This is an optimization exercise on Yosys and OpenROAD, whose aim is small area, a short achievable clock period and few clock cycles, not a production implementation.
At most, simulation tests tie the RTL to the original design; equivalence was not proved.
For runs 5 and 6, only the layout was checked, not whether the RTL still works.
Power is estimated from default activity; no workload was simulated.

==> flow/design.v <==
module shifter(in, shift, sout);
  input [15:0] in;
  input [1:0] shift;
  output reg [15:0] sout;
  always @(*)
    case (shift)
      2'b00: sout = in;
      2'b01: sout = {in[14:0], 1'b0};
      2'b10: sout = {1'b0, in[15:1]};
      default: sout = {in[15], in[15:1]};
    endcase
endmodule
module ALUpg(Ain, Bin, is_alu, ALUop, T, G, e);
  input [15:0] Ain, Bin;
  input is_alu;
  input [1:0] ALUop;
  output [15:0] T, G;
  output e;
  wire is_and = is_alu & (ALUop == 2'b10);
  wire use_a  = is_alu & (ALUop != 2'b11);
  wire binv   = is_alu & ALUop[0];
  wire cin    = is_alu & (ALUop == 2'b01);
  wire [15:0] a  = use_a ? Ain : 16'd0;
  wire [15:0] bb = binv ? ~Bin : Bin;
  wire [15:0] t = is_and ? (Ain & Bin) : (a | bb);
  wire [15:0] g = is_and ? 16'd0 : (a & bb);
  wire p0 = cin ? (Ain[0] ^ Bin[0]) : (t[0] & ~g[0]);
  wire g0 = cin ? (Ain[0] | ~Bin[0]) : g[0];
  wire p15 = t[15] & ~g[15];
  assign T = {p15, t[14:1], p0};
  assign G = {p15 ^ Ain[15], g[14:1], g0};
  assign e = is_alu & ~(Ain[15] ^ Bin[15]);
endmodule
module ALUsum(T, G, out, Z, c15);
  input [15:0] T, G;
  output [15:0] out;
  output Z, c15;
  wire [15:0] p = {T[15], T[14:1] & ~G[14:1], T[0]};
  wire [15:0] g0 = {1'b0, G[14:0]};
  wire [15:0] p0 = {1'b0, T[14:1], 1'b0};
  wire [15:0] g1, p1, g2, p2, g3, p3, g4, p4;
  genvar i;
  generate
    for (i = 0; i < 16; i = i + 1) begin : l1
      if (i % 2 == 1) begin
        assign g1[i] = g0[i] | (p0[i] & g0[i-1]);
        assign p1[i] = p0[i] & p0[i-1];
      end else begin
        assign g1[i] = g0[i];
        assign p1[i] = p0[i];
      end
    end
    for (i = 0; i < 16; i = i + 1) begin : l2
      if (i % 4 >= 2) begin
        assign g2[i] = g1[i] | (p1[i] & g1[(i/4)*4+1]);
        assign p2[i] = p1[i] & p1[(i/4)*4+1];
      end else begin
        assign g2[i] = g1[i];
        assign p2[i] = p1[i];
      end
    end
    for (i = 0; i < 16; i = i + 1) begin : l3
      if (i % 8 >= 4) begin
        assign g3[i] = g2[i] | (p2[i] & g2[(i/8)*8+3]);
        assign p3[i] = p2[i] & p2[(i/8)*8+3];
      end else begin
        assign g3[i] = g2[i];
        assign p3[i] = p2[i];
      end
    end
    for (i = 0; i < 16; i = i + 1) begin : l4
      if (i >= 8) begin
        assign g4[i] = g3[i] | (p3[i] & g3[7]);
        assign p4[i] = p3[i] & p3[7];
      end else begin
        assign g4[i] = g3[i];
        assign p4[i] = p3[i];
      end
    end
  endgenerate
  assign out = {p[15:1] ^ g4[14:0], p[0]};
  assign c15 = g4[14];
  assign Z = ~p[0] & ~(p[1] ^ G[0]) & ~|(p[15:2] ^ T[14:1]);
endmodule
module regfile(clk, write, writenum, data_in, sel_a, data_a, sel_b, data_b);
  input clk, write;
  input [2:0] writenum;
  input [7:0] sel_a, sel_b;
  input [15:0] data_in;
  output [15:0] data_a, data_b;
  reg [15:0] R0, R1, R2, R3, R4, R5, R6, R7;
  always @(posedge clk)
    if (write)
      case (writenum)
        3'd0: R0 <= data_in;
        3'd1: R1 <= data_in;
        3'd2: R2 <= data_in;
        3'd3: R3 <= data_in;
        3'd4: R4 <= data_in;
        3'd5: R5 <= data_in;
        3'd6: R6 <= data_in;
        3'd7: R7 <= data_in;
      endcase
  assign data_a = ({16{sel_a[0]}} & R0) | ({16{sel_a[1]}} & R1) | ({16{sel_a[2]}} & R2) | ({16{sel_a[3]}} & R3)
                | ({16{sel_a[4]}} & R4) | ({16{sel_a[5]}} & R5) | ({16{sel_a[6]}} & R6) | ({16{sel_a[7]}} & R7);
  assign data_b = ({16{sel_b[0]}} & R0) | ({16{sel_b[1]}} & R1) | ({16{sel_b[2]}} & R2) | ({16{sel_b[3]}} & R3)
                | ({16{sel_b[4]}} & R4) | ({16{sel_b[5]}} & R5) | ({16{sel_b[6]}} & R6) | ({16{sel_b[7]}} & R7);
endmodule
module cpu(clk, reset, s, load, in, out, N, V, Z, w);
  input clk, reset, s, load;
  input [15:0] in;
  output [15:0] out;
  output N, V, Z, w;
  reg [13:0] ir;
  always @(posedge clk)
    if (load) ir <= in[13:0];
  reg replay;
  always @(posedge clk)
    replay <= s & ~load;
  wire go = (s & load) | replay;
  wire [13:0] I = replay ? ir : in[13:0];
  wire       is_alu  = I[13];           
  wire       is_movi = ~I[13] & I[12];  
  wire [1:0] op = I[12:11];
  wire [2:0] rn = I[10:8];
  wire [1:0] sh = I[4:3];
  wire [2:0] rm = I[2:0];
  reg pw;
  always @(posedge clk)
    pw <= go;
  wire       pmovi = ~ir[13] & ir[12];
  wire [2:0] pwr = pmovi ? ir[10:8] : ir[7:5];
  wire [15:0] result;
  wire [15:0] wdata = pmovi ? {{8{ir[7]}}, ir[7:0]} : result;
  wire [7:0] sel_a = replay ? (8'd1 << ir[10:8]) : (8'd1 << in[10:8]);
  wire [7:0] sel_b = replay ? (8'd1 << ir[2:0]) : (8'd1 << in[2:0]);
  wire [15:0] ra, rb;
  regfile REGFILE(.clk(clk), .write(pw), .writenum(pwr), .data_in(wdata),
                  .sel_a(sel_a), .data_a(ra), .sel_b(sel_b), .data_b(rb));
  wire [15:0] a = (pw && pwr == rn) ? wdata : ra;
  wire [15:0] m = (pw && pwr == rm) ? wdata : rb;
  wire [15:0] b;
  shifter U1(.in(m), .shift(sh), .sout(b));
  wire [15:0] p_in, g_in;
  wire e_in;
  ALUpg U2(.Ain(a), .Bin(b), .is_alu(is_alu), .ALUop(op),
           .T(p_in), .G(g_in), .e(e_in));
  reg [15:0] P, G;
  reg e;
  always @(posedge clk)
    if (go & ~is_movi) begin
      P <= p_in;
      G <= g_in;
      e <= e_in;
    end
  wire zero, c15;
  ALUsum U3(.T(P), .G(G), .out(result), .Z(zero), .c15(c15));
  reg w_r;
  always @(posedge clk)
    w_r <= ~reset & ~(s & ~load);
  assign out = result;
  assign N = result[15];
  assign Z = zero;
  assign V = e & (c15 ^ G[15]);
  assign w = w_r;
endmodule
==> flow/flow/run.sh <==
#!/bin/bash
# The standard layout, with plain buf_2 cells as the port buffers (the
# default pick is a slow delay cell).
export BUFFER_PORTS_ARGS="-buffer_cell sky130_fd_sc_hd__buf_2"
bash standard.sh > standard.log 2>&1
==> flow/standard.sh <==
#!/bin/bash
# synth_recipe.tcl (not shown) runs the flow's synth.tcl, then flattens the netlist and writes it again
# the make line also repeats each setting of config.mk as NAME=value (left out here)
make -C /OpenROAD-flow-scripts/flow DESIGN_CONFIG=/design/flow/config.mk WORK_HOME=/design/flow/orfs CLKGATE_MAP_FILE= SYNTH_SCRIPT=/design/flow/synth_recipe.tcl "${@:-finish}"
==> flow/config.mk <==
export PLATFORM = sky130hd
export DESIGN_NAME = cpu
export DESIGN_NICKNAME = cpu
export VERILOG_FILES = /design/flow/design.v
export SDC_FILE = /design/flow/constraint.sdc
export NUM_CORES = 4
export LEC_CHECK = 0
export ABC_AREA = 1
export CAP_MARGIN = 20
export CORE_MARGIN = 2
export CORE_UTILIZATION = 45
export CTS_BUF_LIST = sky130_fd_sc_hd__clkbuf_8
export SETUP_SLACK_MARGIN = 4.2
export SLEW_MARGIN = 20
==> flow/constraint.sdc <==
create_clock -name core_clock -period 8.0 [get_ports {clk}]
set_input_delay 1.6000 -clock core_clock [delete_from_list [all_inputs] [get_ports {clk}]]
set_output_delay 1.6000 -clock core_clock [all_outputs]
set_load 0.01 [all_outputs]
==> results of run 1 <==
## cells in the final DEF, fill, tap and decap left out, types with 3 or more instances in the layout
cell       netlist  routed
xnor2_1          4       4
nor3_1           5       5
nand3_2         11      11
o21ai_1         26      27
inv_6            0       3
or2_2            6       6
nand3_1         92      92
inv_4            3       4
nor2_2           5       6
clkinv_4         0       3
buf_2           12      37
nor2_1          87      86
a21oi_1         46      43
clkinv_1         1       4
o21ai_2          7       7
a211oi_1         3       3
o2111ai_1        4       4
ha_1             3       3
and3_1           3       3
inv_2           21      20
nand2_2          7       9
inv_1          144     145
buf_4            8      11
clkinv_2         0       3
nand4_1         38      38
clkbuf_8         0      17
nand2_4          5       6
o21ai_0         28      27
o2bb2ai_1        5       5
edfxtp_1       175     175
a221oi_1         8       8
nor3_2           4       4
xor2_1          12      12
a22oi_1         28      28
nand2_1        262     259
o22ai_1         35      35
## sequential cells by signal, summed over array words and instances, names as in the netlist
signal	flops
P	16
pw	1
REGFILE.R1	16
G	16
ir	14
REGFILE.R7	16
REGFILE.R3	16
e	1
REGFILE.R4	16
REGFILE.R2	16
REGFILE.R6	16
REGFILE.R0	16
REGFILE.R5	16
w_r	1
replay	1
## metrics by stage
| stage | instance area (um2) | hold slack, ns | utilization (%) | setup slack, ns | power, mW |
|---|---|---|---|---|---|
| 6_report | 10900 | 0.860 | 49.6 | 4.36 | 2.34 |
| 5_1_grt | 10900 | 0.962 | 49.6 | 4.19 | 2.46 |
| 4_1_cts | 10800 | 0.870 | 49.4 | 4.25 | 2.33 |
| 3_5_place_dp | 10500 | 0.840 | 47.9 | 3.53 | 1.80 |
| 3_3_place_gp | 10500 | 0.842 | 47.9 | 3.54 | 1.79 |
| 2_1_floorplan | 10100 | 0.670 | - | 4.60 | 1.61 |
## routing by layer
metal	global-route usage [%]	vias up	wire length, um
li1	-	4006	-
met1	34.4	3842	12400
met2	39.7	400	13400
met3	4.54	74	2480
met4	9.35	0	939
met5	0	-	0
## Yosys cell counts (3+ instances only)
master	n	area, um2
nor2_2	5	31.3
buf_4	8	60.1
buf_2	12	60.1
nand4_1	38	238
o21ai_0	28	140
nand2_1	262	983
o21ai_2	7	61.3
nor3_1	5	25.0
a22oi_1	28	210
and3_1	3	18.8
a21oi_1	46	230
o22ai_1	35	219
clkbuf_1	4	15.0
ha_1	3	37.5
dfxtp_1	3	60.1
edfxtp_1	175	5260
nor2_1	87	327
xor2_1	12	105
nor3_2	4	40.0
nand3_1	92	460
a221oi_1	8	70.1
nand2_2	7	43.8
nand3_2	11	110
o21ai_1	26	130
or2_2	6	37.5
a211oi_1	3	22.5
xnor2_1	4	35.0
nand2_4	5	56.3
o2bb2ai_1	5	43.8
inv_4	3	18.8
buf_6	8	90.1
inv_2	21	78.8
o2111ai_1	4	35.0
inv_1	144	541
## what timing repair did
action,in CTS,in global routing
resized for setup,2,10
endpoints found under the setup margin,3,11
endpoints found under the hold margin,0,0
pin swaps,0,1
buffers inserted,0,1
cloned,0,1
## worst max-delay path, delay by kind of cell (launching register included)
| family | cells | cell delay (ns) |
|---|---|---|
| flip-flops | 1 | 0.48 |
| XOR/XNOR | 1 | 0.16 |
| AND/OR/NAND/NOR | 4 | 0.63 |
| buffers and inverters | 2 | 0.32 |
## power groups by stage
stage / clock [mW] / combinational [mW] / sequential, mW
2_1_floorplan: 0 / 0.430 / 1.18
5_1_grt: 0.582 / 0.703 / 1.17
3_3_place_gp: 0 / 0.606 / 1.19
6_report: 0.543 / 0.631 / 1.17
3_5_place_dp: 0 / 0.613 / 1.19
4_1_cts: 0.548 / 0.615 / 1.17
## worst paths after layout
path / endpoint / from / depth (start not counted) / slack [ns]
max: Z / P[12]$_DFFE_PP_ / 7 / 4.36
min: e$_DFFE_PP_ / ir[13]$_DFFE_PP_ / 4 / 0.86
max reg2reg: G[15]$_DFFE_PP_ / ir[12]$_DFFE_PP_ / 14 / 4.60
min reg2reg: e$_DFFE_PP_ / ir[13]$_DFFE_PP_ / 4 / 0.86
## layout make-up
type	count	area [um2]
inverters	169	644
well taps	280	350
multi-input cells	758	3990
clock buffers	17	234
repair buffers	48	268
fillers	2064	11100
flip-flops and latches	178	5320
clock inverters	14	90.1
## logic make-up (layout without fill, tap and decap cells)
kind of cell | count (synthesis) | count (layout)
AO/OA/AOI/OAI | 201 | 201
AND/OR/NAND/NOR | 536 | 537
buffers and inverters | 202 | 248
flip-flops | 178 | 178
adder cells (fa/ha/maj) | 3 | 3
XOR/XNOR | 16 | 16
multiplexers | 1 | 1
==> run summary, run 1 <==
- Yosys reg bits: 178
- Critical Path Max Stage Delay: 0.48 ns
- DRC errors left: 0
- Hold_buf cts: 0
- Longest Clk Path Bufs: 2
- Num CTS Buffers: 17
- Number of max-cap violations: 0
- Multiplexer share of the synthesized area: 0.0989%
- Final Max Tran Viols: 0
- DIE WIDTH: 154 um
- Cells after Synth: 1137
- Die Span Y: about 150 um
- Root buf cell: clkbuf_8
- First-pass GRT wire length: 44.7 mm
- Initial antenna violation count: 0
- Clock Latency Late Sink: ~0.47 ns
- Synth Area in Adders: less than 1%
- DR vias/cell: 5.68
- Finished Layout Cells: about 1.5k
- IO buf count: 37
- Sw frac: 35.0%
- Main combinational cell family by area after synthesis: simple AND/OR/NAND/NOR gates
- Pint: 1.52 mW
- CP arrival: 2.04 ns
- Via Count: 8322
- Outcome: complete, no violations
- # diodes: 0
- Worst hold-check path type: reg2reg
- Number of routed nets with antenna violations: 0
- Worst vdd ir: 0.109 mV
- Mapped Area: 10100 um2
- Num rows: 54
- IO Count: 40
- Compound-Gate Fraction of Synth Area: 12.5%
- CP Capture Type: output port
- Crit Path Class: reg2out
- Synth Area in XOR/XNOR: 1.38%
- Share of layout cells above drive strength 1: 13.6%
- Area delta synth->final: 7.59%
- Drt total wl: 29.2 mm
- Global-route usage over all layers: between 20% and 30%
- Final period util: 45.6%
- RSZ-0062 raised after global routing: no
- Initial Utilization: 46.1%
- DP Cell Count: around 1.4k
- Slowest-stage cell, CP: edfxtp_1
- Synth Flop Type: edfxtp_1
- Sw power: around 0.8 mW
- Remaining global-route overflow: 0
- Setup crit start kind: flip-flop
- Min Tclk post-route: 3.64 ns
- Avg WL per Cell: 20.0 um
- Mean post-synth cell area: 8.90 um2
- Die Area: about 24000 um2
- Vias in the first global route: 7748
- Synthesis Warnings: 3
- CTS H-tree depth: 4
- Simple-gate area share of the yosys netlist: 24.6%
- Pwr/cell area: 215 nW/um2
- Data required, critical path: 6.40 ns
- Yosys cell types: 54
- Post-synthesis sequential area ratio: between 50% and 60%
- Net Count, Synth: 1160
- Sink Count: 178
- Fin. Hold Viols: 0
- Reg power frac: 49.9%
- CTS tree: done
- Post-synth EDFFs: 175
- Combinational Power Share: between 20% and 30%
- Total core area: 22000 um2
- Fmax: 274 MHz
- DPL Wire Length: 20.3 mm
- RD Place Congestion: around 0.93
- Clock Power Share: 23.2%
- Slew HR: 23.6%
- Finish-stage setup viols: 0
- P_leak: 4.54 nW
- Cell Chain, Critical Path: inv_1 -> nor2_1 -> xor2_1 -> nor3_1 -> nand4_1 -> nor4b_1 -> buf_2
- Worst-path fanout max: 4
- Asr flop ratio synth: 0%
- Slew at the pin closest to its max-slew limit: 1.14 ns
- Final #Nets: roughly 1.2k
- Final clock skew: around 0.016 ns
- Largest net degree at the start of global routing: 34
- Drt pass-1 iters: 5
- First DRT Iteration DRCs: ~760
- Final TNS setup: 0 ns
- Clk slew on worst S/H paths: 0.10 ns
Testbench counts, summed over its fixed seeds: cycles 3,200.
==> run 2, diff against run 1 <==
--- a/flow/config.mk
+++ b/flow/config.mk
@@ -10,5 +10,5 @@
 export CORE_MARGIN = 2
 export CORE_UTILIZATION = 45
 export CTS_BUF_LIST = sky130_fd_sc_hd__clkbuf_8
-export SETUP_SLACK_MARGIN = 4.2
+export SETUP_SLACK_MARGIN = 4.4
 export SLEW_MARGIN = 20
==> run 2 against run 1 <==
  * Still clean
  * Core utilization grew 1.4 points
  * Area after synthesis did not move
  * Power grew 1.6%
  * First-iteration DRC count shrank 4.1%
  * Sequential share of layout area is 1.3 points lower
  * Synthesized cell count is the same
  * Sequential cell count is the same
  * Combinational power is 6.3% higher
  * Count of clock-buffer cells in the layout unchanged
  * Global-route usage is 0.12 points higher
  * Critical endpoint is now V
  * Largest cell class unchanged
  * Highest routed layer unchanged
==> run summary, run 2 <==
- Area contributors post-synth: edfxtp_1 (52%), nand2_1 (9.7%), inv_1 (5.3%)
- Cell taking the most area after synthesis: edfxtp_1
- Synth Flop Type: edfxtp_1
- Fin. Hold Viols: 0
- Via Count: 8466
- Clock Power Share: 22.9%
- DR vias/cell: 5.70
- Setup Slack @ Placement: 3.53 ns
- Die Area: roughly 24000 um2
- Finish-stage setup viols: 0
- Largest net degree at the start of global routing: 34
- Sink Count: 178
- Die Span Y: 154 um
- Outcome: complete, no violations
- Area delta synth->final: 10.5%
- Root buf cell: clkbuf_8
- Slew at the pin closest to its max-slew limit: 1.11 ns
- Sw power: 0.838 mW
- Mean post-synth cell area: 8.90 um2
- Worst vdd ir: 0.110 mV
- CTS tree: done
- First DRT Iteration DRCs: 730
- RSZ-0062 raised after global routing: yes
- Drt pass-1 iters: 5
- Number of routed nets with antenna violations: 0
- Worst-path fanout max: 3
- Main combinational cell family by area after synthesis: simple AND/OR/NAND/NOR gates
- DRC errors left: 0
- Combinational Power Share: 28.2%
- Worst hold-check path type: reg2reg
- Final #Nets: 1215
- Synth Area in Adders: 0.371%
- Num CTS Buffers: 17
- Num rows: 54
- CP Capture Type: output port
- Most frequent cells in the layout: nand2_1 (252), edfxtp_1 (175), inv_1 (141)
- Fmax: between 200 and 300 MHz
- Sw frac: 35.2%
- Synth top area share: ~52%
- Post-synth top cells: nand2_1 (262), edfxtp_1 (175), inv_1 (144), nand3_1 (92), nor2_1 (87)
- Share of layout cells above drive strength 1: 16.8%
- Critical Path Max Stage Delay: 0.44 ns
- RD Place Congestion: 0.926
- Compound-Gate Fraction of Synth Area: 12.5%
- Pwr/cell area: 213 nW/um2
- Avg WL per Cell: 20.0 um
- Total core area: 22000 um2
- Synth Area in XOR/XNOR: 1.38%
- First-pass GRT wire length: 45.0 mm
- # diodes: 0
- Final TNS setup: 0 ns
- Crit Path Class: reg2out
- Final clock skew: 0.0170 ns
- Reg power frac: 49.0%
- Yosys cell types: 54
- Slowest-stage cell, CP: edfxtp_1
- Simple-gate area share of the yosys netlist: ~25%
- Final period util: 45.0%
- Critical path buffers and inverters: 3
- Setup crit start kind: flip-flop
- Hold_buf cts: 0
- Post-synthesis sequential area ratio: 52.5%
- Clk slew on worst S/H paths: around 0.10 ns
- Cell with the most instances after synthesis: nand2_1
- CP arrival: ~2 ns
- CP most frequent cell: nand2_4
- Drt total wl: 29.7 mm
- Vias in the first global route: about 7.8k
- Net Count, Synth: between 1k and 1.5k
- Post-route setup slack: 4.40 ns
- Most common cell after layout, fill and taps aside: nand2_1
- Min Hold Slack: ~0.86 ns
- Critical path's top delay family: flip-flops
- Cell Chain, Critical Path: buf_4 -> nand2_1 -> inv_2 -> nand2_4 -> nand2_4 -> a21oi_4 -> nand2_2 -> a21oi_2 -> o21a_1 -> buf_2
- Remaining global-route overflow: 0
- Yosys reg bits: ~180
- IO Count: 40
- Asr flop ratio synth: 0%
- Initial Utilization: a little under half
- Multiplexer share of the synthesized area: 0.0989%
- Slew HR: 26.0%
- CTS H-tree depth: 4
- FILL cells: 2030
- Final Max Tran Viols: 0
- Post-synth EDFFs: 175
- Data required, critical path: 6.40 ns
- Number of max-cap violations: 0
- Finished Layout Cells: about 1.5k
- DP Cell Count: 1431
- Longest Clk Path Bufs: 2
- DPL Wire Length: 20.3 mm
- DIE WIDTH: between 150 and 200 um
- Clock Latency Late Sink: 0.48 ns
- IO buf count: 37
- Pint: 1.54 mW
- Min Tclk post-route: 3.60 ns
- Synthesis Warnings: 3
- Initial antenna violation count: 0
- Mapped Area: between 10000 and 15000 um2
- Cells after Synth: roughly 1.1k
- Global-route usage over all layers: 25.1%
- P_leak: 4.68 nW
==> run 2: cell counts after synthesis <==
Identical to the previous run, type by type.
==> run 2: cell families (layout without fill, tap and decap cells) <==
logic type / count (synthesis) / in the layout
and+or+nand+nor: 536 / 537
xor gates and xnor gates: 16 / 16
buffers and inverters: 202 / 268
adders and majority gates: 3 / 3
AOI/OAI and AO/OA: 201 / 201
muxes: 1 / 1
DFF: 178 / 178
==> run 2: what timing repair did <==
action,in CTS,in global routing
hold endpoints to repair,0,0
setup endpoints to repair,33,17
gates resized for setup,14,36
pin swaps,0,10
cloned,0,1
buffers inserted,6,15
==> run 2: final timing paths <==
kind / start / endpoint / slack (ns) / cells past startpoint
setup / recovery: P[10]$_DFFE_PP_ / V / 4.40 / 10
hold / removal: ir[13]$_DFFE_PP_ / e$_DFFE_PP_ / 0.86 / 4
setup reg to reg: ir[13]$_DFFE_PP_ / G[15]$_DFFE_PP_ / 4.69 / 15
hold reg to reg: ir[13]$_DFFE_PP_ / e$_DFFE_PP_ / 0.86 / 4
==> run 2: tightest hold or removal path: stages, from the launching register on <==
cell and delay (ns):
edfxtp_1 0.36, inv_2 0.04, nand2_1 0.04, o21ai_1 0.17, nor2_1 0.13
==> run 2: cell type report <==
type                    instances  area, um2  area share, %
repair buffers                 68        443           3.96
multi-input cells             758       4100           36.6
well taps                     280        350           3.13
clock buffers                  17        234           2.09
flip-flops and latches        178       5320           47.5
inverters                     169        659           5.89
clock inverters                14       90.1          0.805
==> run 2: power by group through the flow <==
stage / clock network [mW] / logic, mW / registers (mW)
floorplan: 0 / 0.430 / 1.18
global placement: 0 / 0.606 / 1.19
detailed placement: 0 / 0.613 / 1.19
CTS: 0.548 / 0.630 / 1.16
global route: 0.583 / 0.741 / 1.17
finish: 0.544 / 0.671 / 1.17
==> run 2: layer usage <==
metal	vias to the layer above	part of all wire (%)	GRT usage [%]
li1	4061	-	-
met1	3964	42	34.6
met2	380	47	40.2
met3	61	8.4	4.85
met4	0	2.6	8.23
met5	-	0	0
==> run 2: per-stage QoR <==
| step | power (mW) | area [um2] | util [%] |
|---|---|---|---|
| finish | 2.38 | 11200 | 51.0 |
| global route | 2.50 | 11200 | 51.0 |
| CTS | 2.34 | 10900 | 49.8 |
| detailed placement | 1.80 | 10500 | 47.9 |
| global placement | 1.79 | 10500 | 47.9 |
| floorplan | 1.61 | 10100 | - |
==> run 3, diff against run 2 <==
--- a/flow/config.mk
+++ b/flow/config.mk
@@ -8,7 +8,7 @@
 export ABC_AREA = 1
 export CAP_MARGIN = 20
 export CORE_MARGIN = 2
-export CORE_UTILIZATION = 45
+export CORE_UTILIZATION = 50
 export CTS_BUF_LIST = sky130_fd_sc_hd__clkbuf_8
-export SETUP_SLACK_MARGIN = 4.4
+export SETUP_SLACK_MARGIN = 4.3
 export SLEW_MARGIN = 20
==> run 3 against run 2 <==
  * Still clean
  * Fmax down 0.54%
  * Cell area fell by 1.6%
  * Area after synthesis unchanged
  * Sequential share of layout area rose by 0.79 points
  * Via count decreased by 1.0%
  * Critical path type unchanged
  * Critical endpoint is now Z
  * Highest routed layer unchanged
==> run summary, run 3 <==
- Number of max-cap violations: 0
- CTS tree: done
- First DRT Iteration DRCs: 918
- Final Max Tran Viols: 0
- CTS H-tree depth: 4
- Cells after Synth: 1137
- DRC errors left: 0
- Via Count: 8381
- Num CTS Buffers: 17
- DIE WIDTH: 146 um
- Min Hold Slack: a little under 0.9 ns
- CP Capture Type: output port
- Share of layout cells above drive strength 1: 14.9%
- Drt pass-1 iters: 5
- RSZ-0062 raised after global routing: yes
- Footprint of the multi-input gates: 4020 um2
- Critical Path Start: P[13]$_DFFE_PP_
- Net Count, Synth: 1160
- Clock Latency Late Sink: 0.48 ns
- Total core area: 20000 um2
- Outcome: complete, no violations
- CP arrival: 2.02 ns
- Worst hold-check path type: reg2reg
- Sink Count: between 150 and 200
- Final #Nets: ~1.2k
- FF+latch area: 5320 um2
- Synth Flop Type: edfxtp_1
- Fin. Hold Viols: 0
- Cell with the most instances after synthesis: nand2_1
- Root buf cell: clkbuf_8
- RD Place Congestion: 0.910
- Post-synth top cells: nand2_1 (262), edfxtp_1 (175), inv_1 (144), nand3_1 (92), nor2_1 (87)
- Number of routed nets with antenna violations: 0
- IO buf count: 37
- Final clock skew: 0.0164 ns
- Final period util: 45.3%
- Most common cell after layout, fill and taps aside: nand2_1
- Worst vdd ir: ~0.12 mV
- Die Span Y: about 150 um
- Reg-to-reg setup timing slack: between 4 and 5 ns
- Die Area: roughly 21000 um2
- Initial Utilization: 50.5%
- Area delta synth->final: 8.73%
- IO Count: 40
- Initial antenna violation count: 0
- Yosys cell types: 54
- Clk slew on worst S/H paths: 0.10 ns
- Mean post-synth cell area: 8.90 um2
- Cell area after layout: 11000 um2
- Remaining global-route overflow: 0
- Setup crit start kind: flip-flop
- Crit Path Class: reg2out
- Vias in the first global route: 7692
- Pwr/cell area: 218 nW/um2
- Longest Clk Path Bufs: 2
- Largest net degree at the start of global routing: 34
- Asr flop ratio synth: 0%
- R2r endpoint: G[15]$_DFFE_PP_
- Worst Setup EP: Z
- FILL cells: around 1.9k
- Finish-stage setup viols: 0
- Yosys reg bits: between 150 and 200
- Drt total wl: 29.6 mm
- Final TNS setup: 0 ns
- Min Tclk post-route: 3.62 ns
- P_leak: 4.59 nW
- Worst-path fanout max: 4
- Final core utilization: between 50% and 60%
- R2R depth: 14
- # diodes: 0
- Num rows: 52
- Cell taking the most area after synthesis: edfxtp_1
- Slew at the pin closest to its max-slew limit: ~1 ns
- Post-synth EDFFs: between 150 and 200
- Post-synthesis sequential area ratio: 52.5%
- Synth top area share: roughly 52%
- Global-route usage over all layers: 27.7%
- Post-DP Area: 10500 um2
- DPL Wire Length: approximately 20 mm
- Data required, critical path: between 6 and 7 ns
- Fmax: 276 MHz
- First-pass GRT wire length: 44.7 mm
- Worst r2r src: ir[13]$_DFFE_PP_
- Synthesis Warnings: 3
- Hold_buf cts: 0
- Avg WL per Cell: 20.2 um
- Area contributors post-synth: edfxtp_1 (52%), nand2_1 (9.7%), inv_1 (5.3%)
- Mapped Area: 10100 um2
- Slew HR: about a third
- Most frequent cells in the layout: nand2_1 (255), edfxtp_1 (175), inv_1 (144)
- DR vias/cell: 5.73
run 3: cell count changes in the layout (fill, tap and decap cells not counted), moves of 3 or more:
cell,previous run,this run
buf_4,29,19
inv_4,6,3
inv_1,141,144
nand2_4,11,6
nand2_1,252,255
a21oi_1,40,43
nor2_2,8,4
nor2_1,83,87
run 3: through the flow:
step / worst slack, ns / instances / power (mW)
global placement: 3.60 / 1421 / 1.80
global route: 4.19 / 1463 / 2.51
detailed placement: 3.58 / 1421 / 1.80
floorplan: 4.60 / 1137 / 1.61
CTS: 4.30 / 1453 / 2.37
finish: 4.38 / 1463 / 2.39
run 3: worst min-delay path by stage:
stage	slack (ns)	cells after the start	end	start
2_1_floorplan	0.67	2	REGFILE.R0[6]$_DFFE_PP_	ir[6]$_DFFE_PP_
3_3_place_gp	0.85	4	e$_DFFE_PP_	ir[13]$_DFFE_PP_
3_5_place_dp	0.84	4	e$_DFFE_PP_	ir[13]$_DFFE_PP_
4_1_cts	0.87	4	e$_DFFE_PP_	ir[13]$_DFFE_PP_
5_1_grt	0.98	4	e$_DFFE_PP_	ir[13]$_DFFE_PP_
6_report	0.86	4	e$_DFFE_PP_	ir[13]$_DFFE_PP_
run 3: layer usage:
layer,track usage [%],routed length [um],vias to the layer above
met1,38.2,12500,3900
met5,0,0,-
li1,-,-,4026
met4,11.8,1100,0
met2,44.6,13700,374
met3,3.78,2300,81
run 3: critical path, cell delays in order, from the launching register on:
cell      delay, ns
edfxtp_1       0.43
inv_1          0.11
nor2_1         0.21
xor2_1         0.18
o221ai_1       0.19
nor4b_2        0.28
buf_2          0.16
run 3: area by class of cell:
type,instances,area share (%)
Multi-Input combinational cell,759,36.5
Clock buffer,17,2.13
Clock inverter,14,1.07
Tap cell,270,3.07
Timing Repair Buffer,56,2.98
Sequential cell,178,48.3
Inverter,169,5.91
run 3: cell families after synthesis:
family,Yosys count,synth area share [%]
fa+ha+maj,3,0.371
buf+inv,202,8.60
compound gates,201,12.5
mux,1,0.0989
xor+xnor,16,1.38
simple gates,536,24.6
flops,178,52.5
run 3: repair_timing:
item | in CTS | in global routing
buffers inserted | 1 | 8
gates resized for setup | 5 | 16
setup endpoints to repair | 12 | 13
cloned | 0 | 2
pin swaps | 0 | 2
run 3: where the power goes:
group / total, mW / leakage, nW / switching (mW) / internal (mW)
Sequential: 1.17 / 1.64 / 0.0340 / 1.13
Clock: 0.582 / 0.184 / 0.338 / 0.243
Combinational: 0.645 / 2.76 / 0.461 / 0.184
==> run 4, diff against run 3 <==
--- a/flow/config.mk
+++ b/flow/config.mk
@@ -8,7 +8,7 @@
 export ABC_AREA = 1
 export CAP_MARGIN = 20
 export CORE_MARGIN = 2
-export CORE_UTILIZATION = 50
+export CORE_UTILIZATION = 45
 export CTS_BUF_LIST = sky130_fd_sc_hd__clkbuf_8
 export SETUP_SLACK_MARGIN = 4.3
 export SLEW_MARGIN = 20
==> run 4 against run 3 <==
  * Hold slack got worse by 0.0048 ns
  * Non-clock buffer count grew 5
  * Sequential cell count is the same
  * Area after synthesis unchanged
  * Sequential share of layout area is 0.11 points lower
  * Combinational power barely moved
  * Count of clock-buffer cells in the layout is the same
  * Setup slack improved by 0.033 ns
  * Still clean on timing, DRC and antenna
  * Critical endpoint unchanged
  * Cell area grew 0.24%
  * Largest cell class unchanged
  * Via count up 0.18%
==> run summary, run 4 <==
- Outcome: complete, no violations
- Post-route setup slack: 4.41 ns
- Sink Count: 178
- Worst vdd ir: 0.112 mV
- Data required, critical path: 6.40 ns
- Total core area: ~22000 um2
- Finished Layout Cells: about 1.5k
- Clk slew on worst S/H paths: 0.10 ns
- Main combinational cell family by area after synthesis: simple AND/OR/NAND/NOR gates
- Via Count: around 8.4k
- Worst r2r src: ir[12]$_DFFE_PP_
- Post-synth EDFFs: 175
- First-pass GRT wire length: around 45 mm
- Setup Slack @ Placement: 3.53 ns
- Yosys cell types: 54
- Net Count, Synth: 1160
- Area delta synth->final: 8.99%
- Sw frac: 35.0%
- Die Area: 23700 um2
- Initial antenna violation count: 0
- Hold_buf cts: 0
- Final core utilization: 50.2%
- Multiplexer share of the synthesized area: less than 1%
- Fin. Hold Viols: 0
- Cell area after layout: 11000 um2
- Largest net degree at the start of global routing: 34
- Post-synth top cells: nand2_1 (262), edfxtp_1 (175), inv_1 (144), nand3_1 (92), nor2_1 (87)
- Share of layout cells above drive strength 1: 15.1%
- Number of routed nets with antenna violations: 0
- Slew HR: 25.7%
- Cell taking the most area after synthesis: edfxtp_1
- FILL cells: a little over 2k
- Number of max-cap violations: 0
- Pint: 1.53 mW
- Asr flop ratio synth: 0%
- Hold Crit Start: ir[13]$_DFFE_PP_
- CTS tree: done
- Finish-stage setup viols: 0
- Most common cell after layout, fill and taps aside: nand2_1
- Synth Area in XOR/XNOR: between 1 and 1.5%
- Critical path buffers and inverters: 2
- # diodes: 0
- Pwr/cell area: 214 nW/um2
- Cells after Synth: roughly 1.1k
- Drt total wl: 29.4 mm
- Cell Chain, Critical Path: inv_1 -> nor2_1 -> xor2_1 -> o221ai_1 -> nor4b_2 -> buf_2
- Simple-gate area share of the yosys netlist: 24.6%
- Min Tclk post-route: 3.59 ns
- Combinational Power Share: roughly 28%
- Slowest-stage cell, CP: edfxtp_1
- Post-synthesis sequential area ratio: 52.5%
- Synthesis Warnings: 3
- Worst-path fanout max: 4
- Final period util: 44.8%
- Root buf cell: clkbuf_8
- DRC errors left: 0
- RD Place Congestion: 0.926
- IO buf count: 37
- Critical Path Start: P[13]$_DFFE_PP_
- Reg power frac: around 50%
- Synth Flop Type: edfxtp_1
- Avg WL per Cell: 19.9 um
- Slew at the pin closest to its max-slew limit: 1.11 ns
- Synth Area in Adders: 0.371%
- P_leak: about 4.6 nW
- Fmax: 279 MHz
- Mean post-synth cell area: 8.90 um2
- DPL Wire Length: 20.3 mm
- Vias in the first global route: 7754
- Initial Utilization: between 40% and 50%
- Num rows: 54
- DR vias/cell: between 5 and 6
- Drt pass-1 iters: 5
- Post-DP Area: around 11000 um2
- Yosys reg bits: 178
- Critical Path Max Stage Delay: 0.39 ns
- Final clock skew: 0.0160 ns
- Longest Clk Path Bufs: 2
- Sw power: about 0.83 mW
- Final TNS setup: 0 ns
- Critical path's top delay family: simple AND/OR/NAND/NOR gates
- Clock Latency Late Sink: ~0.48 ns
- Cell with the most instances after synthesis: nand2_1
- Final Max Tran Viols: 0
- Final #Nets: 1208
- Crit Path Class: reg2out
- CP arrival: 1.99 ns
- DIE WIDTH: approximately 150 um
- Mapped Area: 10100 um2
- RSZ-0062 raised after global routing: yes
- First DRT Iteration DRCs: 836
- Worst hold-check path type: reg2reg
- Compound-Gate Fraction of Synth Area: 12.5%
- Clock Power Share: 23.0%
- Global-route usage over all layers: 25.0%
- Most frequent cells in the layout: nand2_1 (256), edfxtp_1 (175), inv_1 (144)
- Setup crit start kind: flip-flop
- Remaining global-route overflow: 0
- CP Capture Type: output port
- Area contributors post-synth: edfxtp_1 (52%), nand2_1 (9.7%), inv_1 (5.3%)
- CTS H-tree depth: 4
- DP Cell Count: around 1.4k
- Num CTS Buffers: 17
- IO Count: 40
- Synth top area share: 51.9%
- Die Span Y: 154 um
## run 4: cell counts after synthesis
Identical to the previous run, type by type.
## run 4: through the flow
step	total power [mW]	hold WS, ns
after global routing	2.47	0.962
final	2.36	0.860
after CTS	2.33	0.870
after floorplan	1.61	0.670
after global placement	1.79	0.842
after detailed placement	1.80	0.840
## run 4: layout make-up
class	instances	area (um2)	share of cell area (%)
clock buffers	17	234	2.12
clock inverters	14	90.1	0.817
inverters	169	651	5.90
multi-input cells	758	4010	36.4
flip-flops and latches	178	5320	48.2
well taps	280	350	3.18
repair buffers	61	378	3.43
## run 4: kinds of logic after synthesis
group | Yosys count
AOI/OAI and AO/OA | 201
and+or+nand+nor | 536
buffers and inverters | 202
DFF | 178
adders and majority gates | 3
xor gates and xnor gates | 16
muxes | 1
## run 4: final timing paths
path	endpoint	slack, ns	depth (start not counted)
setup / recovery	Z	4.41	6
hold / removal	e$_DFFE_PP_	0.86	4
setup reg to reg	G[15]$_DFFE_PP_	4.67	14
hold reg to reg	e$_DFFE_PP_	0.86	4
## run 4: power by group through the flow
stage | logic [mW] | registers (mW) | clock network (mW)
2_1_floorplan | 0.430 | 1.18 | 0
3_3_place_gp | 0.606 | 1.19 | 0
3_5_place_dp | 0.613 | 1.19 | 0
4_1_cts | 0.617 | 1.17 | 0.548
5_1_grt | 0.719 | 1.17 | 0.582
6_report | 0.647 | 1.17 | 0.542
## run 4: what timing repair did
item                                    in CTS  in global routing
resized for setup                            2                 18
pin swaps                                    0                  1
setup buffers                                1                 13
endpoints found under the setup margin      10                 15
cloned                                       0                  1
## run 4: tightest hold or removal path: stages, from the launching register on
cell,delay [ns]
edfxtp_1,0.36
inv_2,0.04
nand2_1,0.04
o21ai_1,0.17
nor2_1,0.13
## run 4: per-layer routing
layer | global-route usage (%) | wire length (um)
met4 | 9.35 | 909
met3 | 4.54 | 2750
met2 | 39.7 | 13500
met1 | 34.4 | 12200
met5 | 0 | 0
==> run 5, diff against run 4 <==
--- a/flow/design.v
+++ b/flow/design.v
@@ -147,13 +147,13 @@
            .T(p_in), .G(g_in), .e(e_in));
   reg [15:0] P, G;
   reg e;
-  always @(posedge clk)
-    if (go & ~is_movi) begin
-      P <= p_in;
-      G <= g_in;
-      e <= e_in;
-    end
   wire zero, c15;
+  wire go_alu = go & ~is_movi;
+  always @(posedge clk) begin
+    P <= go_alu ? p_in : result;
+    G <= go_alu ? g_in : 16'h8000;
+    e <= go_alu ? e_in : V;
+  end
   ALUsum U3(.T(P), .G(G), .out(result), .Z(zero), .c15(c15));
   reg w_r;
   always @(posedge clk)
--- a/flow/config.mk
+++ b/flow/config.mk
@@ -10,5 +10,5 @@
 export CORE_MARGIN = 2
 export CORE_UTILIZATION = 45
 export CTS_BUF_LIST = sky130_fd_sc_hd__clkbuf_8
-export SETUP_SLACK_MARGIN = 4.3
+export SETUP_SLACK_MARGIN = 4.5
 export SLEW_MARGIN = 20
==> run 5 against run 4 <==
  * Still clean on timing, DRC and antenna
  * First-iteration DRC count is 17% higher
  * Sequential power hardly changed
  * Die area is 2.0% lower
  * Area after synthesis is 2.1% lower
  * Fmax is 3.2% higher
  * Core utilization is 4.3 points higher
  * Count of clock-buffer cells in the layout stayed put
  * Critical path depth is 1 higher
  * Critical endpoint is now out[9]
  * Highest routed layer unchanged
==> run summary, run 5 <==
- First DRT Iteration DRCs: 976
- Drt pass-1 iters: 6
- DIE WIDTH: 152 um
- Final Max Tran Viols: 0
- Initial antenna violation count: 0
- Critical path's top delay family: compound AO/OA/AOI/OAI gates
- Synth top area share: 43.3%
- Fmax: 288 MHz
- Longest Clk Path Bufs: 2
- Slowest-stage cell, CP: dfxtp_2
- Area contributors post-synth: edfxtp_1 (43%), nand2_1 (10%), inv_1 (7.8%)
- Slew at the pin closest to its max-slew limit: 1.11 ns
- Via Count: 9016
- Clk slew on worst S/H paths: 0.10 ns
- Root buf cell: clkbuf_8
- Num rows: 54
- Finish-stage setup viols: 0
- First-pass GRT wire length: 48.2 mm
- Setup crit start kind: flip-flop
- Mapped Area: 9910 um2
- # diodes: 0
- Vias in the first global route: 8413
- Min Hold Slack: 0.553 ns
- RD Place Congestion: 0.878
- Data required, critical path: ~6.4 ns
- Synthesis Warnings: 3
- RSZ-0062 raised after global routing: yes
- Hold_buf cts: 0
- Critical path buffers and inverters: 1
- Drt total wl: 31.5 mm
- Outcome: complete, no violations
- Fin. Hold Viols: 0
- Sink Count: 178
- Yosys reg bits: 178
- Reg power frac: 42.5%
- IO Count: 40
- Number of routed nets with antenna violations: 0
- FILL cells: 1983
- DRC errors left: 0
- Pwr/cell area: 239 nW/um2
- Yosys cell types: 50
- Share of layout cells above drive strength 1: around a fifth
- Pint: 1.75 mW
- Sw power: 1.08 mW
- DR vias/cell: 5.62
- Remaining global-route overflow: 0
- Most frequent cells in the layout: nand2_1 (239), inv_1 (196), edfxtp_1 (143)
- P_leak: ~5.3 nW
- Cell with the most instances after synthesis: nand2_1
- Global-route usage over all layers: 27.0%
- Mean post-synth cell area: between 8 and 9 um2
- Num CTS Buffers: 17
- Die Area: 23200 um2
- Min Tclk post-route: 3.48 ns
- Net Count, Synth: 1236
- Total core area: 21800 um2
- Initial Utilization: 45.6%
- Worst hold-check path type: reg2reg
- Final #Nets: about 1.3k
- Final clock skew: 0.0171 ns
- Die Span Y: 152 um
- Most common cell after layout, fill and taps aside: nand2_1
- Worst vdd ir: 0.118 mV
- Final TNS setup: 0 ns
- Cell Chain, Critical Path: nand2_2 -> nand2_2 -> a21oi_4 -> nand2_8 -> a21oi_4 -> xor2_2 -> buf_2
- CTS H-tree depth: 4
- Clock Power Share: 22.6%
- Combinational Power Share: 35.0%
- DPL Wire Length: roughly 21 mm
- Largest net degree at the start of global routing: 30
- Critical Path Max Stage Delay: approximately 0.34 ns
- Avg WL per Cell: ~20 um
- Crit Path Class: reg2out
- Cell taking the most area after synthesis: edfxtp_1
- Final period util: 43.5%
- Clock Latency Late Sink: between 0.4 and 0.5 ns
- Sw frac: 38.1%
- Slew HR: 25.6%
- CP arrival: between 1.5 and 2 ns
- Area delta synth->final: 19.7%
- CP Capture Type: output port
- Post-synth EDFFs: 143
- CTS tree: done
- Number of max-cap violations: 0
- IO buf count: 37
- Synth Flop Type: edfxtp_1
- Cells after Synth: 1213
- Post-synth top cells: nand2_1 (268), inv_1 (205), edfxtp_1 (143), nand3_1 (113), nor2_1 (108)
- Asr flop ratio synth: 0%
- Post-synthesis sequential area ratio: 50.4%
- Worst-path fanout max: 7
-- run 5: cell types whose count changed after synthesis, sizes merged, moves of 15 or more --
cell / previous run / this run
nand3: 104 / 119
o22ai: 35 / 77
edfxtp: 175 / 143
nor2: 94 / 110
inv: 168 / 218
dfxtp: 3 / 35
a22oi: 28 / 3
-- run 5: what timing repair did --
| action | CTS | global route |
|---|---|---|
| cloned | 1 | 0 |
| pin swaps | 11 | 33 |
| setup endpoints to repair | 46 | 37 |
| gates resized for setup | 58 | 96 |
| buffers inserted | 16 | 44 |
| endpoints found under the hold margin | 0 | 0 |
-- run 5: layer usage --
metal / track usage, % / wire [um] / part of all wire [%] / up-vias
met5: 0 / 0 / 0 / -
met4: 10.3 / 1030 / 3.3 / 0
met3: 7.20 / 3200 / 10 / 86
met2: 42.8 / 14300 / 45 / 456
met1: 35.7 / 13000 / 41 / 4183
li1: - / - / - / 4291
-- run 5: worst min-delay path, cell delays in order (launching register included) --
cell and delay, ns:
dfxtp_1 0.31, nand2_1 0.06, nor2_2 0.04, nand2_1 0.04, o31ai_1 0.05
-- run 5: layout make-up --
type | count | area (um2) | area share (%)
multi-input combinational | 783 | 4420 | 37.2
sequential | 178 | 5020 | 42.3
clock inverter | 15 | 154 | 1.30
timing repair buffer | 113 | 835 | 7.03
inverter | 219 | 853 | 7.19
tap | 280 | 350 | 2.95
clock buffer | 17 | 234 | 1.97
-- run 5: cells by family after synthesis --
| group | Yosys count | share of synthesized area, % |
|---|---|---|
| AO/OA/AOI/OAI | 214 | 13.6 |
| adder cells (fa/ha/maj) | 3 | 0.379 |
| flip-flops | 178 | 50.4 |
| AND/OR/NAND/NOR | 548 | 23.9 |
| buffers and inverters | 253 | 10.2 |
| XOR/XNOR | 17 | 1.50 |
-- run 5: power by group through the flow --
stage               Clock [mW]  Combinational [mW]  Sequential, mW
floorplan                    0               0.553            1.20
CTS                      0.641               0.875            1.20
global placement             0               0.817            1.21
detailed placement           0               0.825            1.22
finish                   0.639               0.991            1.20
global route             0.681                1.09            1.22
-- run 5: worst paths after layout --
check | from | cells after the start | slack [ns] | endpoint
max | G[4]$_SDFF_PP0_ | 7 | 4.52 | out[9]
min reg2reg | e$_DFF_P_ | 4 | 0.55 | e$_DFF_P_
min | e$_DFF_P_ | 4 | 0.55 | e$_DFF_P_
max reg2reg | ir[12]$_DFFE_PP_ | 16 | 5.04 | P[0]$_DFFE_PP_
-- run 5: stage by stage --
| step | instances | power [mW] | area [um2] | worst slack (ns) | util, % |
|---|---|---|---|---|---|
| after global routing | 1605 | 2.98 | 11900 | 4.41 | 54.5 |
| after global placement | 1512 | 2.03 | 10400 | 3.47 | 47.7 |
| after floorplan | 1213 | 1.75 | 9910 | 4.64 | - |
| final | 1605 | 2.84 | 11900 | 4.52 | 54.5 |
| after CTS | 1561 | 2.71 | 11200 | 4.49 | 51.3 |
| after detailed placement | 1512 | 2.04 | 10400 | 3.48 | 47.7 |
==> run 6, diff against run 5 <==
--- a/flow/config.mk
+++ b/flow/config.mk
@@ -10,5 +10,5 @@
 export CORE_MARGIN = 2
 export CORE_UTILIZATION = 45
 export CTS_BUF_LIST = sky130_fd_sc_hd__clkbuf_8
-export SETUP_SLACK_MARGIN = 4.5
+export SETUP_SLACK_MARGIN = 4.3
 export SLEW_MARGIN = 20
==> run 6 against run 5 <==
  * Setup slack got worse by 0.19 ns
  * Non-clock buffer count is 43 lower
  * Sequential cell count unchanged
  * Largest cell class unchanged
  * Highest routed layer unchanged
==> run summary, run 6 <==
- Outcome: complete, no violations
- Initial antenna violation count: 0
- Post-synthesis sequential area ratio: 50.4%
- Critical Path Start: in[1]
- DPL Wire Length: 21.2 mm
- Area contributors post-synth: edfxtp_1 (43%), nand2_1 (10%), inv_1 (7.8%)
- Clock Latency Late Sink: 0.49 ns
- First DRT Iteration DRCs: 946
- Final clock skew: ~0.018 ns
- Synth top area share: a little over two fifths
- Setup crit start kind: input pin
- Vias in the first global route: a little over 8k
- Total core area: 21800 um2
- Cells after Synth: about 1.2k
- Largest net degree at the start of global routing: 30
- Pwr/cell area: 245 nW/um2
- Number of max-cap violations: 0
- DR vias/cell: 5.66
- Data required, critical path: 8.37 ns
- Die Area: 23200 um2
- Most common cell after layout, fill and taps aside: nand2_1
- Drt pass-1 iters: 6
- Post-synth EDFFs: 143
- Mapped Area: 9910 um2
- Initial Utilization: 45.6%
- GR peak layer: met2
- DIE WIDTH: 152 um
- Mean post-synth cell area: 8.17 um2
- Yosys cell types: 50
- Clk slew on worst S/H paths: 0.10 ns
- Min Tclk post-route: 3.67 ns
- Routing usage on met1: 36.0%
- Sink Count: approximately 180
- Avg WL per Cell: 19.9 um
- # diodes: 0
- Fmax: between 200 and 300 MHz
- Area delta synth->final: 12.1%
- Slew at the pin closest to its max-slew limit: approximately 1.1 ns
- Post-synth top cells: nand2_1 (268), inv_1 (205), edfxtp_1 (143), nand3_1 (113), nor2_1 (108)
- Fin. Hold Viols: 0
- R2R depth: 15
- Finish-stage setup viols: 0
- Final #Nets: roughly 1.3k
- Most frequent cells in the layout: nand2_1 (256), inv_1 (203), edfxtp_1 (143)
- Worst r2r src: ir[12]$_DFFE_PP_
- Worst hold-check path type: reg2reg
- Worst-path fanout max: 20
- P_leak: 4.92 nW
- Worst vdd ir: about 0.12 mV
- Post-DP Area: 10400 um2
- CP arrival: 4.03 ns
- Min Hold Slack: 0.554 ns
- Num CTS Buffers: 17
- Final period util: ~46%
- Hold Crit Start: e$_DFF_P_
- Drt total wl: 31.0 mm
- Hold depth: 4
- Share of layout cells above drive strength 1: 13.7%
- Longest Clk Path Bufs: 2
- Via Count: just under 9k
- Die Span Y: approximately 150 um
- CTS tree: done
- Asr flop ratio synth: 0%
- Remaining global-route overflow: 0
- Synthesis Warnings: 3
- CP Capture Type: flip-flop
- Final TNS setup: 0 ns
- Crit Path Class: in2reg
- Global-route usage over all layers: 26.6%
- RSZ-0062 raised after global routing: yes
- Final Max Tran Viols: 0
- M2 GR Usage: between 40% and 50%
- Num rows: 54
- Yosys reg bits: 178
- Cell area after layout: 11100 um2
- CTS H-tree depth: 4
- Met3 Use GR: 6.54%
- Footprint of the multi-input gates: 4100 um2
- Net Count, Synth: 1236
- FF+latch area: ~5000 um2
- RD Place Congestion: 0.878
- Synth Flop Type: edfxtp_1
- Cell taking the most area after synthesis: edfxtp_1
- DRC errors left: 0
- Slew HR: 25.4%
- Number of routed nets with antenna violations: 0
- IO buf count: 37
- IO Count: 40
- FILL cells: between 2k and 2.5k
- First-pass GRT wire length: 47.4 mm
- Cell with the most instances after synthesis: nand2_1
- Root buf cell: clkbuf_8
[run 6: cell counts after synthesis]
No cell type changed its count.
[run 6: metal layers]
| metal | wire length (um) | part of all wire [%] | up-vias |
|---|---|---|---|
| met5 | 0 | 0 | - |
| met4 | 1070 | 3.4 | 0 |
| met3 | 3180 | 10 | 81 |
| met2 | 14000 | 45 | 457 |
| met1 | 12800 | 41 | 4095 |
| li1 | - | - | 4200 |
[run 6: worst paths after layout]
check | endpoint | slack [ns]
setup / recovery | P[15]$_DFF_P_ | 4.33
hold / removal | e$_DFF_P_ | 0.55
setup reg to reg | P[15]$_DFF_P_ | 4.83
hold reg to reg | e$_DFF_P_ | 0.55
[run 6: metrics by stage]
stage	power [mW]	setup WS, ns	util [%]	cells
after CTS	2.68	4.29	49.9	1547
final	2.72	4.33	51.1	1561
after global routing	2.87	4.13	51.1	1561
after detailed placement	2.04	3.48	47.7	1512
after global placement	2.03	3.47	47.7	1512
after floorplan	1.75	4.64	-	1213
[run 6: logic make-up after synthesis]
group / share of synthesized area, %
buf+inv: 10.2
flops: 50.4
compound gates: 13.6
xor+xnor: 1.50
simple gates: 23.9
fa+ha+maj: 0.379
[run 6: final cells by class]
cell class | count | share of cell area (%)
clock inverters | 15 | 1.39
flip-flops and latches | 178 | 45.0
repair buffers | 70 | 3.90
clock buffers | 17 | 2.11
multi-input cells | 782 | 36.9
inverters | 219 | 7.57
well taps | 280 | 3.15
[run 6: worst max-delay path, stage by stage]
cell,delay (ns)
buf_2,0.11
inv_1,0.11
nor2_1,0.07
nor2_2,0.28
nand2_1,0.11
a21oi_1,0.28
nand2_4,0.26
inv_4,0.23
nand3_1,0.12
nand3_1,0.09
nand2_1,0.11
ha_1,0.21
or2_2,0.30
nand2_1,0.09
o21ai_1,0.06
[run 6: report_power, final]
group	total, mW	internal, mW	leakage, nW	switching (mW)
Clock	0.638	0.281	0.204	0.357
Combinational	0.890	0.266	3.12	0.624
Sequential	1.20	1.15	1.60	0.0498
[run 6: what timing repair did]
action                                  4_1_cts  5_1_grt
gates resized for setup                      14       35
setup buffers                                 3       14
endpoints found under the setup margin       24       29
pin swaps                                     1        5
hold buffers                                  0        0

separate check: timing with driven ports:
In the flow no input, the clock included, has a driving cell. The finished layouts below were timed again as built, in two steps. Step 1 (the two cells are an assumption about what drives the block):
set clk [get_ports {clk}]
set_driving_cell -lib_cell sky130_fd_sc_hd__clkbuf_16 $clk
set_driving_cell -lib_cell sky130_fd_sc_hd__buf_2 [delete_from_list [all_inputs] $clk]
Step 2 also shifts input and output timing later by t, the mid clock arrival at the registers, as if the neighbouring blocks saw the same clock. Three values: ideal ports, drivers, drivers and shift; two values: the first two.
| run | shift t [ns] | setup slack, ns | hold slack, ns | worst setup path at the end |
|---|---|---|---|---|
| run 1 | 0.504 | 4.355 / 4.316 / 3.923 | 0.860 / 0.860 / 0.860 | input to register |
| run 2 | 0.508 | 4.398 / 4.358 / 3.978 | 0.857 / 0.857 / 0.857 | input to register |
| run 3 | 0.514 | 4.379 / 4.334 / 3.935 | 0.864 / 0.864 / 0.864 | input to register |
| run 4 | 0.510 | 4.412 / 4.372 / 3.966 | 0.860 / 0.860 / 0.860 | input to register |
| run 5 | 0.522 | 4.522 / 4.481 / 4.097 | 0.553 / 0.553 / 0.553 | input to register |
| run 6 | 0.518 | 4.333 / 4.355 / 3.837 | 0.554 / 0.554 / 0.554 | input to register |
After both steps setup and hold are still met in every run listed. For run 6, which loses most, drivers alone change the setup slack by +0.022 ns; drivers and shift together by -0.496 ns.
